From an optimization exercise on the open Yosys and OpenROAD flow, aimed at small area and a short achievable clock period; shortcuts taken in it are not production practice.
Only simulation tests tie the RTL to the original design; equivalence was not proved.

Setup of fjord:
Design montgomery_kyber, start of the top module:
module montgomery_kyber(clk, a, b, out);
input clk;
input [11:0] a, b;
output [11:0] out;
wire n0;
k_nand2 un0 (.a(a[0]), .b(b[0]), .y(n0));
wire n1;
k_nand2 un1 (.a(a[0]), .b(b[1]), .y(n1));
wire n2;
k_nand2 un2 (.a(a[0]), .b(b[2]), .y(n2));
wire n3;
k_nand2 un3 (.a(a[0]), .b(b[3]), .y(n3));
wire n4;
k_nand2 un4 (.a(a[0]), .b(b[4]), .y(n4));
wire n5;
k_nand2 un5 (.a(a[0]), .b(b[5]), .y(n5));
wire n6;
k_nand2 un6 (.a(a[0]), .b(b[6]), .y(n6));
wire n7;
k_nand2 un7 (.a(a[0]), .b(b[7]), .y(n7));
wire n8;
k_nand2 un8 (.a(a[0]), .b(b[8]), .y(n8));
wire n9;
k_nand2 un9 (.a(a[0]), .b(b[9]), .y(n9));
wire n10;
k_nand2 un10 (.a(a[0]), .b(b[10]), .y(n10));
wire n11;
k_nand2 un11 (.a(a[0]), .b(b[11]), .y(n11));
wire n12;
k_nand2 un12 (.a(a[1]), .b(b[0]), .y(n12));
wire n13;
k_nand2 un13 (.a(a[1]), .b(b[1]), .y(n13));
wire n14;
k_nand2 un14 (.a(a[1]), .b(b[2]), .y(n14));
wire n15;
k_nand2 un15 (.a(a[1]), .b(b[3]), .y(n15));
wire n16;
k_nand2 un16 (.a(a[1]), .b(b[4]), .y(n16));
wire n17;
k_nand2 un17 (.a(a[1]), .b(b[5]), .y(n17));
wire n18;
k_nand2 un18 (.a(a[1]), .b(b[6]), .y(n18));
wire n19;
  ...
For scale: ~700 cells after synthesis, about 6200 sq um of cells after synthesis.
==> flow/config.mk <==
export PLATFORM = sky130hd
export DESIGN_NAME = montgomery_kyber
export DESIGN_NICKNAME = montgomery_kyber
export VERILOG_FILES = /design/flow/design.v
export SDC_FILE = /design/flow/constraint.sdc
export NUM_CORES = 4
export LEC_CHECK = 0
export CAP_MARGIN = 20
export CORE_MARGIN = 2
export CORE_UTILIZATION = 40
export SETUP_SLACK_MARGIN = 5
export SLEW_MARGIN = 20
export SYNTH_HIERARCHICAL = 1
export SYNTH_MINIMUM_KEEP_SIZE = 0
==> flow/constraint.sdc <==
create_clock -name core_clock -period 12.0 [get_ports {clk}]
set_input_delay 2.4000 -clock core_clock [delete_from_list [all_inputs] [get_ports {clk}]]
set_output_delay 2.4000 -clock core_clock [all_outputs]
set_load 0.01 [all_outputs]
standard.sh (not shown) runs the stock make flow with config.mk's settings and CLKGATE_MAP_FILE= SYNTH_SCRIPT=/design/flow/synth_recipe.tcl, a recipe that flattens the netlist after the stock synthesis.
==> flow/flow/run.sh <==
#!/bin/bash
set -euo pipefail
MARGIN=${MARGIN:-6}
bash standard.sh "SETUP_SLACK_MARGIN=$MARGIN" \
  "BUFFER_PORTS_ARGS=-buffer_cell sky130_fd_sc_hd__buf_1" finish > flow_make.log 2>&1
fjord: done, clean on timing, DRC and antenna
## Diff of input files: onyx against fjord
==> flow/flow/run.sh <==
#!/bin/bash
set -euo pipefail
MARGIN=${MARGIN:-5.5}
BUF=${BUF:-sky130_fd_sc_hd__buf_1}
RECOVER=${RECOVER:-100}
bash standard.sh "SETUP_SLACK_MARGIN=$MARGIN" \
  "BUFFER_PORTS_ARGS=-buffer_cell $BUF" "RECOVER_POWER=$RECOVER" finish > flow_make.log 2>&1
--- outcome ---
fjord → onyx: data arrival at the endpoint of the critical path shows a reduction of 0.81 ns, minimum clock period shows an increase of 1.71 ns. Looking at non-clock buffering overhead in the final layout, onyx sits 8.4 points lower than fjord does. Status: post-CTS clock slew at the launch and capture registers of the worst setup and hold paths parity (fjord, onyx). Summary of onyx over fjord: number of inserted filler cells in the final layout climbed about 16%, number of register bits inferred by synthesis barely changed. Looking at overall routing resource usage across fjord and onyx, the one that comes out lower is onyx. Taking fjord as the reference, in onyx maximum frequency went down by 0.038 GHz; sequential cell count flat; via count lost 250; transition time of the tightest slew-check pin up 0.41 ns.
What raven does differently from onyx at the input level:
==> flow/flow/run.sh <==
#!/bin/bash
set -euo pipefail
MARGIN=${MARGIN:-5.25}
BUF=${BUF:-sky130_fd_sc_hd__buf_1}
bash standard.sh "SETUP_SLACK_MARGIN=$MARGIN" \
  "BUFFER_PORTS_ARGS=-buffer_cell $BUF" finish > flow_make.log 2>&1
--- outcome ---
- onyx → raven: fraction of layout cells with a size suffix above 1 now larger, count of TritonRoute iterations in the first routing pass now smaller, number of global-route vias before repair comparable, worst max-slew margin expressed relative to the limit now larger.
- Cell area after layout, onyx and raven: lower on onyx
- First-pass GRT wire length: raven vs onyx, no meaningful difference
- raven vs onyx on global-route met1 utilization: raven is the higher one.
- Going from onyx to raven, the data arrival time of the worst path was found to have gone up by 1.35 ns.
- The core of raven is more densely filled than that of onyx.
- Fmax (onyx / raven): 0.847

* * *

montgomery_kyber, a different RTL version from the one above (not shown whole).
==> flow/config.mk <==
export PLATFORM = sky130hd
export DESIGN_NAME = montgomery_kyber
export DESIGN_NICKNAME = montgomery_kyber
export VERILOG_FILES = /design/flow/design.v
export SDC_FILE = /design/flow/constraint.sdc
export NUM_CORES = 4
export LEC_CHECK = 0
export CAP_MARGIN = 20
export CORE_MARGIN = 2
export CORE_UTILIZATION = 40
export CTS_BUF_LIST = sky130_fd_sc_hd__clkbuf_4 sky130_fd_sc_hd__clkbuf_8
export SETUP_SLACK_MARGIN = 5
export SLEW_MARGIN = 20
export SYNTH_HIERARCHICAL = 1
export SYNTH_MINIMUM_KEEP_SIZE = 0
==> flow/constraint.sdc <==
create_clock -name core_clock -period 12.0 [get_ports {clk}]
set_input_delay 2.4000 -clock core_clock [delete_from_list [all_inputs] [get_ports {clk}]]
set_output_delay 2.4000 -clock core_clock [all_outputs]
set_load 0.01 [all_outputs]
==> flow/flow/run.sh <==
#!/bin/bash
set -euo pipefail
MARGIN=${MARGIN:-5.75}
BUF=${BUF:-sky130_fd_sc_hd__buf_1}
HERE=$(cd "$(dirname "$0")" && pwd)
bash standard.sh "SETUP_SLACK_MARGIN=$MARGIN" \
  "BUFFER_PORTS_ARGS=-buffer_cell $BUF" \
  "PRE_FLOORPLAN_TCL=$HERE/downsize.tcl" finish > flow_make.log 2>&1
==> flow/flow/downsize.tcl <==
# Before floorplanning: set every combinational cell to its smallest drive
# strength (x1) so that repair_timing sizes up only the cells that need it.
# Flip-flops are left as synthesis made them.
set db [ord::get_db]
set n 0
foreach inst [[ord::get_db_block] getInsts] {
  set m [[$inst getMaster] getName]
  if {[regexp {^(sky130_fd_sc_hd__[a-z0-9]+)_([0-9]+)$} $m -> base sz] && $sz > 1 && ![string match "*__df*" $base] && ![string match "*__dl*" $base]} {
    set new [$db findMaster ${base}_1]
    if {$new ne "NULL"} {
      $inst swapMaster $new
      incr n
    }
  }
}
puts "downsize: $n cells set to x1"
Then changed:
==> flow/flow/run.sh (replaced) <==
#!/bin/bash
set -euo pipefail
MARGIN=${MARGIN:-6.0}
BUF=${BUF:-sky130_fd_sc_hd__buf_1}
RECOVER=${RECOVER:-0}
bash standard.sh "SETUP_SLACK_MARGIN=$MARGIN" \
  "BUFFER_PORTS_ARGS=-buffer_cell $BUF" "RECOVER_POWER=$RECOVER" finish > flow_make.log 2>&1
removed: flow/flow/downsize.tcl
Synthesized cell count is unchanged.
Cell count rises by a few percent.
Worst setup slack gains 0.052 ns.

static timing again, ports no longer ideal:
Ports are ideal in the flow. The routed layouts listed here were re-timed in OpenROAD.
Step 1 sets driving cells, clkbuf_16 on the clock port and buf_2 on the other inputs (assumed; they add their load-dependent delay and slew).
Step 2, shift: input delay + t, output delay - t, t = (earliest + latest rising clock arrival at the registers) / 2. This alone moves slack from input paths to output paths.
Three values: ideal, step 1, step 2; two values: the first two.
run	shift t [ns]	slack for setup (ns)	hold slack, ns	worst setup path at the end
fjord	0.284	6.054 / 6.005 / 5.720	2.567 / 2.591 / 2.875	input to register
onyx	0.285	4.345 / 4.310 / 4.595	2.680 / 2.668 / 2.954	register to output
raven	0.284	5.516 / 5.527 / 5.243	2.723 / 2.713 / 2.998	input to register
the first run of note 2	0.281	5.960 / 5.956 / 5.680	2.646 / 2.637 / 2.918	input to register
the second run of note 2	0.293	6.012 / 5.984 / 5.821	2.597 / 2.591 / 2.885	input to register
After both steps every run listed still meets setup and hold. The setup slack of fjord, which loses most, moves by -0.049 ns with the drivers and by -0.334 ns with both steps.
